Context: an optimization exercise on an open-source flow, tuned for small area. The choices shown serve that exercise and are no tape-out recipe.
The RTL was checked by simulation tests, not by an equivalence proof against the original design.
Power is estimated from default activity; no workload was simulated.

==> flow/design.v <==
`timescale 1ns / 1ps
module ddr_ctrl_top(
    input  wire         ui_clk,
    input  wire         rst,
    input  wire         wr_start,
    input  wire [255:0] wr_ddr_data,
    output wire         data_req,
    output wire         wr_done,
    input  wire         rd_start,
    output wire         rd_data_vld,
    output wire [255:0] rd_ddr_data,
    output wire         rd_done,
    output wire         ddr_busy,
    input  wire         app_rdy,
    output wire [2:0]   app_cmd,
    output wire         app_en,
    output wire [28:0]  app_addr,
    input  wire         app_wdf_rdy,
    output wire [255:0] app_wdf_data,
    output wire         app_wdf_wren,
    output wire         app_wdf_end,
    output wire [31:0]  app_wdf_mask,
    input  wire [255:0] app_rd_data,
    input  wire         app_rd_data_vld,
    input  wire         app_rd_data_end
);
reg         wx, wren, wen, wdone;
reg         rp, rr, rdone;
reg  [5:0]  wcnt;
reg  [5:0]  cmdc;
reg  [10:0] whi;
reg  [10:0] rhi;
reg         vld;
reg [255:0] rdata;
wire w_idle  = ~wx & ~wren & ~wen;
wire w_wait  =  wx & ~wren & ~wen;
wire w_first = ~wx &  wren & ~wen;
wire w_cmd   = ~wx &  wen;           
wire r_idle  = ~rp & ~rr;
wire r_wait  =  rp & ~rr;
wire r_cmd   = ~rp &  rr;            
wire arbit   = ~(wren | wen | wdone | rr | rdone);
wire w_inc   = w_cmd & app_rdy;
wire r_inc   = r_cmd & app_rdy;
wire beat    = wren & app_wdf_rdy;
reg  [6:0]  kt, ct;
reg  [11:0] wt, rt;
reg  [5:0]  cmdc_n, wcnt_n;
reg  [10:0] whi_n, rhi_n;
integer i;
always @* begin
    kt[0] = w_inc | r_inc;
    ct[0] = beat;
    for (i = 0; i < 6; i = i + 1) begin
        kt[i+1] = kt[i] & cmdc[i];
        ct[i+1] = ct[i] & wcnt[i];
    end
    wt[0] = kt[6] & wen;
    rt[0] = kt[6] & rr;
    for (i = 0; i < 11; i = i + 1) begin
        wt[i+1] = wt[i] & whi[i];
        rt[i+1] = rt[i] & rhi[i];
    end
    cmdc_n = cmdc ^ kt[5:0];
    wcnt_n = wcnt ^ ct[5:0];
    whi_n = whi ^ wt[10:0];
    rhi_n = rhi ^ rt[10:0];
    whi_n[9]  = whi[9] ^ (wt[9] & ~whi[10]);
    rhi_n[9]  = rhi[9] ^ (rt[9] & ~rhi[10]);
    whi_n[10] = whi[10] ? ~wt[9] : wt[10];
    rhi_n[10] = rhi[10] ? ~rt[9] : rt[10];
end
wire end_cmd = kt[6] & wen;
wire end_dat = ct[6];
wire end_rd  = kt[6] & rr;
wire wr_end  = (end_cmd | (wx & wren)) & (end_dat | ~wren);
always @(posedge ui_clk) begin
    if (rst) begin
        wx    <= 1'b0;
        wren  <= 1'b0;
        wen   <= 1'b0;
        wdone <= 1'b0;
        rp    <= 1'b0;
        rr    <= 1'b0;
        rdone <= 1'b0;
        wcnt  <= 6'd0;
        cmdc  <= 6'd0;
        whi   <= 11'd0;
        rhi   <= 11'd0;
        vld   <= 1'b0;
    end
    else begin
        wx    <= (w_idle & wr_start) | w_wait | (wren & ~end_dat & (wx | end_cmd));
        wren  <= (wx & wen & ~wren) | (wren & ~end_dat);
        wen   <= (w_wait & arbit) | w_first | (w_cmd & ~end_cmd);
        wdone <= wr_end;
        rp    <= ~rr & (rp | rd_start);
        rr    <= (r_wait & arbit & ~w_wait) | (rp & rr) | (r_cmd & ~end_rd);
        rdone <= end_rd;
        wcnt  <= wcnt_n;
        cmdc  <= cmdc_n;
        whi   <= whi_n;
        rhi   <= rhi_n;
        vld   <= app_rd_data_vld;
    end
end
always @(posedge ui_clk) rdata <= app_rd_data;
assign data_req     = beat;
assign wr_done      = wdone;
assign rd_done      = rdone;
assign rd_data_vld  = vld;
assign rd_ddr_data  = rdata;
assign ddr_busy     = wren | w_cmd | r_cmd;
assign app_en       = w_cmd | r_cmd;
assign app_cmd      = {2'b00, rr};
assign app_addr     = {9'd0, ({11{wen}} & whi) | ({11{rr}} & rhi), cmdc, 3'd0};
assign app_wdf_data = wr_ddr_data;
assign app_wdf_wren = wren;
assign app_wdf_end  = wren;
assign app_wdf_mask = 32'd0;
endmodule  
clock: 10.0 ns
lec_check: 0
cap_margin: 20
core_area: 120 120 260 260
die_area: 0 0 380 380
slew_margin: 20
standard.sh (not shown) runs the stock make flow with config.mk's settings and CLKGATE_MAP_FILE= SYNTH_SCRIPT=/design/flow/synth_recipe.tcl, a recipe that flattens the netlist after the stock synthesis.
==> flow/flow/run.sh <==
#!/bin/bash
# Standard ORFS layout, with the port buffers made from the smallest buffer
# cell (sky130_fd_sc_hd__buf_1) instead of the one buffer_ports picks itself,
# and a clock tree of fewer, larger sink clusters without dummy loads.
set -euo pipefail
export BUFFER_PORTS_ARGS="-buffer_cell sky130_fd_sc_hd__buf_1"
export CTS_ARGS="-sink_clustering_enable -repair_clock_nets -dont_use_dummy_load -buf_list sky130_fd_sc_hd__clkbuf_4 -sink_clustering_size 12 -sink_clustering_max_diameter 60"
bash standard.sh > standard_flow.log 2>&1
The baseline finished with timing, DRC and antenna clean.
Edit:
==> flow/flow/run.sh (replaced) <==
#!/bin/bash
# Standard ORFS layout, with the port buffers made from the smallest buffer
# cell (sky130_fd_sc_hd__buf_1) instead of the one buffer_ports picks itself,
# and a clock tree of fewer, larger sink clusters without dummy loads
# (clkbuf_4 at the leaves, clkbuf_8 above them).
set -euo pipefail
export BUFFER_PORTS_ARGS="-buffer_cell sky130_fd_sc_hd__buf_1"
export CTS_ARGS="-sink_clustering_enable -repair_clock_nets -dont_use_dummy_load -buf_list sky130_fd_sc_hd__clkbuf_4 -tree_buf sky130_fd_sc_hd__clkbuf_8 -sink_clustering_size 11 -sink_clustering_max_diameter 60"
bash standard.sh > standard_flow.log 2>&1
CORE_AREA = 130 130 250 250   (was 120 120 260 260)
The changed run passed the timing, design-rule and antenna checks.
Die area is unchanged.
Worst setup slack gets better by 0.012 ns.
Clock skew came out higher by 0.012 ns.
Non-clock buffer count stays the same.
Total power came out higher by 0.95%.
Sequential power stays flat.

## what the ideal ports hide
Ports are ideal in the flow. The routed layouts listed here were re-timed in OpenROAD.
Step 1 sets driving cells, clkbuf_16 on the clock port and buf_2 on the other inputs (assumed; they add their load-dependent delay and slew).
Step 2, shift: input delay + t, output delay - t, t = (earliest + latest rising clock arrival at the registers) / 2. This alone moves slack from input paths to output paths.
a / b / c = ideal / step 1 / step 2; a / b = the first two.
| run | t, ns | slack for setup (ns) | hold WS [ns] | pins driven straight from the clock port |
|---|---|---|---|---|
| the first run | 0.702 | 5.055 / 5.009 / 4.307 | 0.525 / 0.525 / 0.525 | 1 |
| the second run | 0.708 | 5.067 / 5.005 / 4.297 | 0.540 / 0.540 / 0.540 | 1 |
After both steps setup and hold are still met in every run listed. The setup slack of the second run, which loses most, moves by -0.062 ns with the drivers and by -0.770 ns with both steps.
